Source: an optimization exercise on an open RTL-to-GDS flow (aim: small area, a short achievable clock period and few clock cycles). Production flows keep margins and buffers that such runs may drop. The clock input has no modelled driver; a real chip could not lean on it and would need a root buffer or a full tree.

==> flow/design.v <==
module HT_TOP(
    clk,
    rst_n,
    in_valid,
    in_weight,
    out_mode,
    out_valid,
    out_code
);
input clk, rst_n, in_valid, out_mode;
input [2:0] in_weight;
output out_valid, out_code;
integer i;
function lt5;
    input [4:0] a, b;
    integer n;
    reg r;
    begin
        r = 1'b0;
        for (n = 0; n < 5; n = n + 1)
            r = (~a[n] & b[n]) | ((~a[n] | b[n]) & r);
        lt5 = r;
    end
endfunction
reg       mode;
reg [3:0] s;
reg       inbody;
reg       ov_r, oc_r;
reg [2:0] w1, w2, w3;
reg [3:0] w4, w5, w6;
reg [4:0] w7;
wire [4:0] w [1:7];
assign w[1] = {2'b0, w1};
assign w[2] = {2'b0, w2};
assign w[3] = {2'b0, w3};
assign w[4] = {1'b0, w4};
assign w[5] = {1'b0, w5};
assign w[6] = {1'b0, w6};
assign w[7] = w7;
reg [2:0] pos [0:4];
reg [6:0] c   [0:4];
wire in_ph  = (s != 4'd0) & ((~s[3]) | (s == 4'd8));
wire mg_ph  = s[3] & (s != 4'd8) & (s != 4'd15);
wire out_ph = (s == 4'd15);
wire upd    = in_ph | mg_ph;
wire last_m = (s == 4'd14);
reg [7:0] force_lo;
reg [5:0] kh;
always @(*) begin
    case (s)
        4'd2:  force_lo = 8'b0111_1111;
        4'd3:  force_lo = 8'b0011_1111;
        4'd4:  force_lo = 8'b0001_1111;
        4'd5:  force_lo = 8'b0000_1111;
        4'd6:  force_lo = 8'b0000_0111;
        4'd7:  force_lo = 8'b0000_0011;
        4'd8:  force_lo = 8'b0000_0001;
        4'd9:  force_lo = 8'b0000_0011;
        4'd10: force_lo = 8'b0000_0111;
        4'd11: force_lo = 8'b0000_1111;
        4'd12: force_lo = 8'b0001_1111;
        4'd13: force_lo = 8'b0011_1111;
        4'd14: force_lo = 8'b0111_1111;
        default: force_lo = 8'b1111_1111;
    endcase
    case (s)
        4'd9:  kh = 6'b000001;
        4'd10: kh = 6'b000010;
        4'd11: kh = 6'b000100;
        4'd12: kh = 6'b001000;
        4'd13: kh = 6'b010000;
        4'd14: kh = 6'b100000;
        default: kh = 6'b000000;
    endcase
end
reg  [4:0] xr;
wire [4:0] x = xr;
reg [8:0] lt;
always @(*) begin
    lt[0] = 1'b1;
    for (i = 1; i < 8; i = i + 1)
        lt[i] = force_lo[i] | lt5(w[i], x);
    lt[8] = 1'b0;
end
wire [2:0] p;
assign p[2] = lt[4];
assign p[1] = lt[6] | (lt[2] & ~lt[4]);
assign p[0] = lt[7] | (lt[5] & ~lt[6]) | (lt[3] & ~lt[4]) | (lt[1] & ~lt[2]);
reg [4:0] wm, wm1;
reg       ltm1;
always @(*) begin
    case (s)
        4'd9:  begin wm = w[2]; wm1 = w[3]; ltm1 = lt[3]; end
        4'd10: begin wm = w[3]; wm1 = w[4]; ltm1 = lt[4]; end
        4'd11: begin wm = w[4]; wm1 = w[5]; ltm1 = lt[5]; end
        4'd12: begin wm = w[5]; wm1 = w[6]; ltm1 = lt[6]; end
        4'd13: begin wm = w[6]; wm1 = w[7]; ltm1 = lt[7]; end
        default: begin wm = w[1]; wm1 = w[2]; ltm1 = lt[2]; end
    endcase
end
wire [4:0] xr_nxt = wm + (ltm1 ? wm1 : x);
wire [4:0] newc;
assign newc[0] = in_ph & (s == 4'd5);
assign newc[1] = in_ph & (s == (mode ? 4'd3 : 4'd6));
assign newc[2] = in_ph & (s == (mode ? 4'd6 : 4'd7));
assign newc[3] = in_ph & (s == (mode ? 4'd1 : 4'd8));
assign newc[4] = in_ph & (s == (mode ? 4'd2 : 4'd4));
reg [2:0] pdec [0:4];
reg [2:0] npos [0:4];
reg       rem  [0:4];
reg       bit0 [0:4];
always @(*) begin
    for (i = 0; i < 5; i = i + 1) begin
        case (pos[i])
            3'd0: pdec[i] = 3'd7;
            3'd1: pdec[i] = 3'd0;
            3'd2: pdec[i] = 3'd1;
            3'd3: pdec[i] = 3'd2;
            3'd4: pdec[i] = 3'd3;
            3'd5: pdec[i] = 3'd4;
            3'd6: pdec[i] = 3'd5;
            default: pdec[i] = 3'd6;
        endcase
        rem[i]  = mg_ph & force_lo[pos[i]];
        bit0[i] = pos[i][0] ^ s[0];      
        if (newc[i] | rem[i]) npos[i] = p;
        else if (lt[pos[i]]) npos[i] = pdec[i];
        else npos[i] = pos[i];
    end
end
wire cur_done = inbody ? (c[0][6:1] == 6'd1) : (c[0] == 7'd1);
wire rot      = out_ph & cur_done;
reg [6:0] cn [0:4];
reg       shr0, hold;
always @(*) begin
    shr0 = out_ph & inbody & ~cur_done;
    for (i = 0; i < 5; i = i + 1) begin
        hold = ~in_ph & ~rem[i] & ~rot & ~(i == 0 && shr0);
        cn[i] = ({6'd0, in_ph})
              | ({7{rem[i]}} & {c[i][5:0], bit0[i]})
              | ({7{rot & (i < 4)}} & c[(i < 4) ? i + 1 : 4])
              | ({7{(i == 0) & shr0}} & {1'b0, c[i][6:1]})
              | ({7{hold}} & c[i]);
    end
end
always @(posedge clk or negedge rst_n) begin
    if (!rst_n) begin
        s    <= 4'd0;
        ov_r <= 1'b0;
        oc_r <= 1'b0;
    end else begin
        if (s == 4'd0) begin
            if (in_valid) s <= 4'd1;
        end else if (!out_ph)
            s <= s + 4'd1;
        if (last_m) begin
            ov_r <= 1'b1;
            oc_r <= ~npos[0][0];
        end else if (out_ph) begin
            if (cur_done) begin
                if (c[1] == 7'd0) begin
                    s    <= 4'd0;
                    ov_r <= 1'b0;
                    oc_r <= 1'b0;
                end else
                    oc_r <= ~pos[1][0];
            end else
                oc_r <= inbody ? c[0][1] : c[0][0];
        end
    end
end
always @(posedge clk) begin
    if (in_valid & (s == 4'd0)) mode <= out_mode;
    xr <= in_valid ? {2'b0, in_weight} : xr_nxt;
    if (last_m | rot) inbody <= 1'b0;
    else if (out_ph) inbody <= 1'b1;
    w1 <= lt[2] ? w[2][2:0] : (lt[1] ? x[2:0] : w1);
    w2 <= lt[3] ? w[3][2:0] : (lt[2] ? x[2:0] : w2);
    w3 <= lt[4] ? w[4][2:0] : (lt[3] ? x[2:0] : w3);
    w4 <= lt[5] ? w[5][3:0] : (lt[4] ? x[3:0] : w4);
    w5 <= lt[6] ? w[6][3:0] : (lt[5] ? x[3:0] : w5);
    w6 <= lt[7] ? w[7][3:0] : (lt[6] ? x[3:0] : w6);
    w7 <= lt[7] ? x : w7;
    for (i = 0; i < 5; i = i + 1) begin
        if (upd) pos[i] <= npos[i];
        else if (rot && i < 4) pos[i][0] <= pos[i + 1][0];
        c[i] <= cn[i];
    end
end
assign out_valid = ov_r;
assign out_code  = oc_r;
endmodule
Settings: LEC_CHECK=0, ABC_AREA=1, CAP_MARGIN=20, CELL_PAD_IN_SITES_DETAIL_PLACEMENT=2, CELL_PAD_IN_SITES_GLOBAL_PLACEMENT=2, CORE_MARGIN=2, CORE_UTILIZATION=35, PLACE_DENSITY=0.5, SLEW_MARGIN=20; clock period 20.0 ns.
standard.sh (not shown) runs the stock make flow with config.mk's settings and CLKGATE_MAP_FILE= SYNTH_SCRIPT=/design/flow/synth_recipe.tcl, a recipe that flattens the netlist after the stock synthesis.
==> flow/flow/run.sh <==
#!/bin/bash
# The standard layout (the standard.sh, unchanged synthesis), with a
# faster buffer on the ports than the one buffer_ports picks by default,
# and a single-level clock tree in place of TritonCTS's two levels
# (flow/cts_post.tcl, run at the end of the CTS step).
set -euo pipefail
export BUFFER_PORTS_ARGS="-buffer_cell sky130_fd_sc_hd__buf_4"
export POST_CTS_TCL="$(pwd)/flow/cts_post.tcl"
bash standard.sh > standard_flow.log 2>&1
Other scripts of this flow, unchanged in this note and not shown: flow/flow/cts_post.tcl
Rerun with:
--- a/flow/design.v
+++ b/flow/design.v
@@ -18,10 +18,21 @@
     begin
         r = 1'b0;
         for (n = 0; n < 5; n = n + 1)
             r = (~a[n] & b[n]) | ((~a[n] | b[n]) & r);
         lt5 = r;
+    end
+endfunction
+function le3;
+    input [2:0] a, b;
+    integer n;
+    reg r;
+    begin
+        r = 1'b1;
+        for (n = 0; n < 3; n = n + 1)
+            r = (~a[n] & b[n]) | ((~a[n] | b[n]) & r);
+        le3 = r;
     end
 endfunction
 reg       mode;
 reg [3:0] s;
 reg       inbody;
@@ -119,14 +130,14 @@
             3'd4: pdec[i] = 3'd3;
             3'd5: pdec[i] = 3'd4;
             3'd6: pdec[i] = 3'd5;
             default: pdec[i] = 3'd6;
         endcase
-        rem[i]  = mg_ph & force_lo[pos[i]];
+        rem[i]  = mg_ph & le3(pos[i], s[2:0]);    
         bit0[i] = pos[i][0] ^ s[0];      
         if (newc[i] | rem[i]) npos[i] = p;
-        else if (lt[pos[i]]) npos[i] = pdec[i];
+        else if (le3(pos[i], p)) npos[i] = pdec[i];
         else npos[i] = pos[i];
     end
 end
 wire cur_done = inbody ? (c[0][6:1] == 6'd1) : (c[0] == 7'd1);
 wire rot      = out_ph & cur_done;
@@ -151,23 +162,27 @@
     end else begin
         if (s == 4'd0) begin
             if (in_valid) s <= 4'd1;
         end else if (!out_ph)
             s <= s + 4'd1;
+        ov_r <= 1'b0;
+        oc_r <= 1'b0;
         if (last_m) begin
             ov_r <= 1'b1;
             oc_r <= ~npos[0][0];
         end else if (out_ph) begin
             if (cur_done) begin
-                if (c[1] == 7'd0) begin
-                    s    <= 4'd0;
-                    ov_r <= 1'b0;
-                    oc_r <= 1'b0;
-                end else
+                if (c[1] == 7'd0)
+                    s <= 4'd0;
+                else begin
+                    ov_r <= 1'b1;
                     oc_r <= ~pos[1][0];
-            end else
+                end
+            end else begin
+                ov_r <= 1'b1;
                 oc_r <= inbody ? c[0][1] : c[0][0];
+            end
         end
     end
 end
 always @(posedge clk) begin
     if (in_valid & (s == 4'd0)) mode <= out_mode;
Result:
- worst setup slack got worse by 17 ps
- core utilization grows by 0.70 points
- first-iteration DRC count climbs by 40%
- final area shrinks by 4.9%
- wire length went down by 9.6%
- die area is lower by 5.1%
No functional check of the RTL was part of any run of this note. No run of this note takes its clock network from TritonCTS; it comes from the design's own scripts or RTL.

[separate check: timing with driven ports]
The results above use ideal ports. As a check the final layouts listed here were re-extracted and re-timed, cells and wires unchanged.
Step 1 (the two cells are an assumption about what drives the block):
set clk [get_ports {clk}]
set_driving_cell -lib_cell sky130_fd_sc_hd__clkbuf_16 $clk
set_driving_cell -lib_cell sky130_fd_sc_hd__buf_2 [delete_from_list [all_inputs] $clk]
Step 2 times the ports against the registers' clock, not the clock port: input delays grow and output delays shrink by t, the midpoint of the rising clock arrivals with the driver on.
Slacks: ideal / step 1 / step 2; pairs: ideal / step 1.
run | shift t [ns] | setup slack, ns | worst setup path at the end
the first run | 0.256 | 15.309 / 15.212 / 15.156 | input to register
the second run | 0.244 | 15.292 / 15.254 / 15.108 | input to register
After both steps every run listed still meets setup and hold. The setup slack of the second run, which loses most, moves by -0.038 ns with the drivers and by -0.184 ns with both steps.
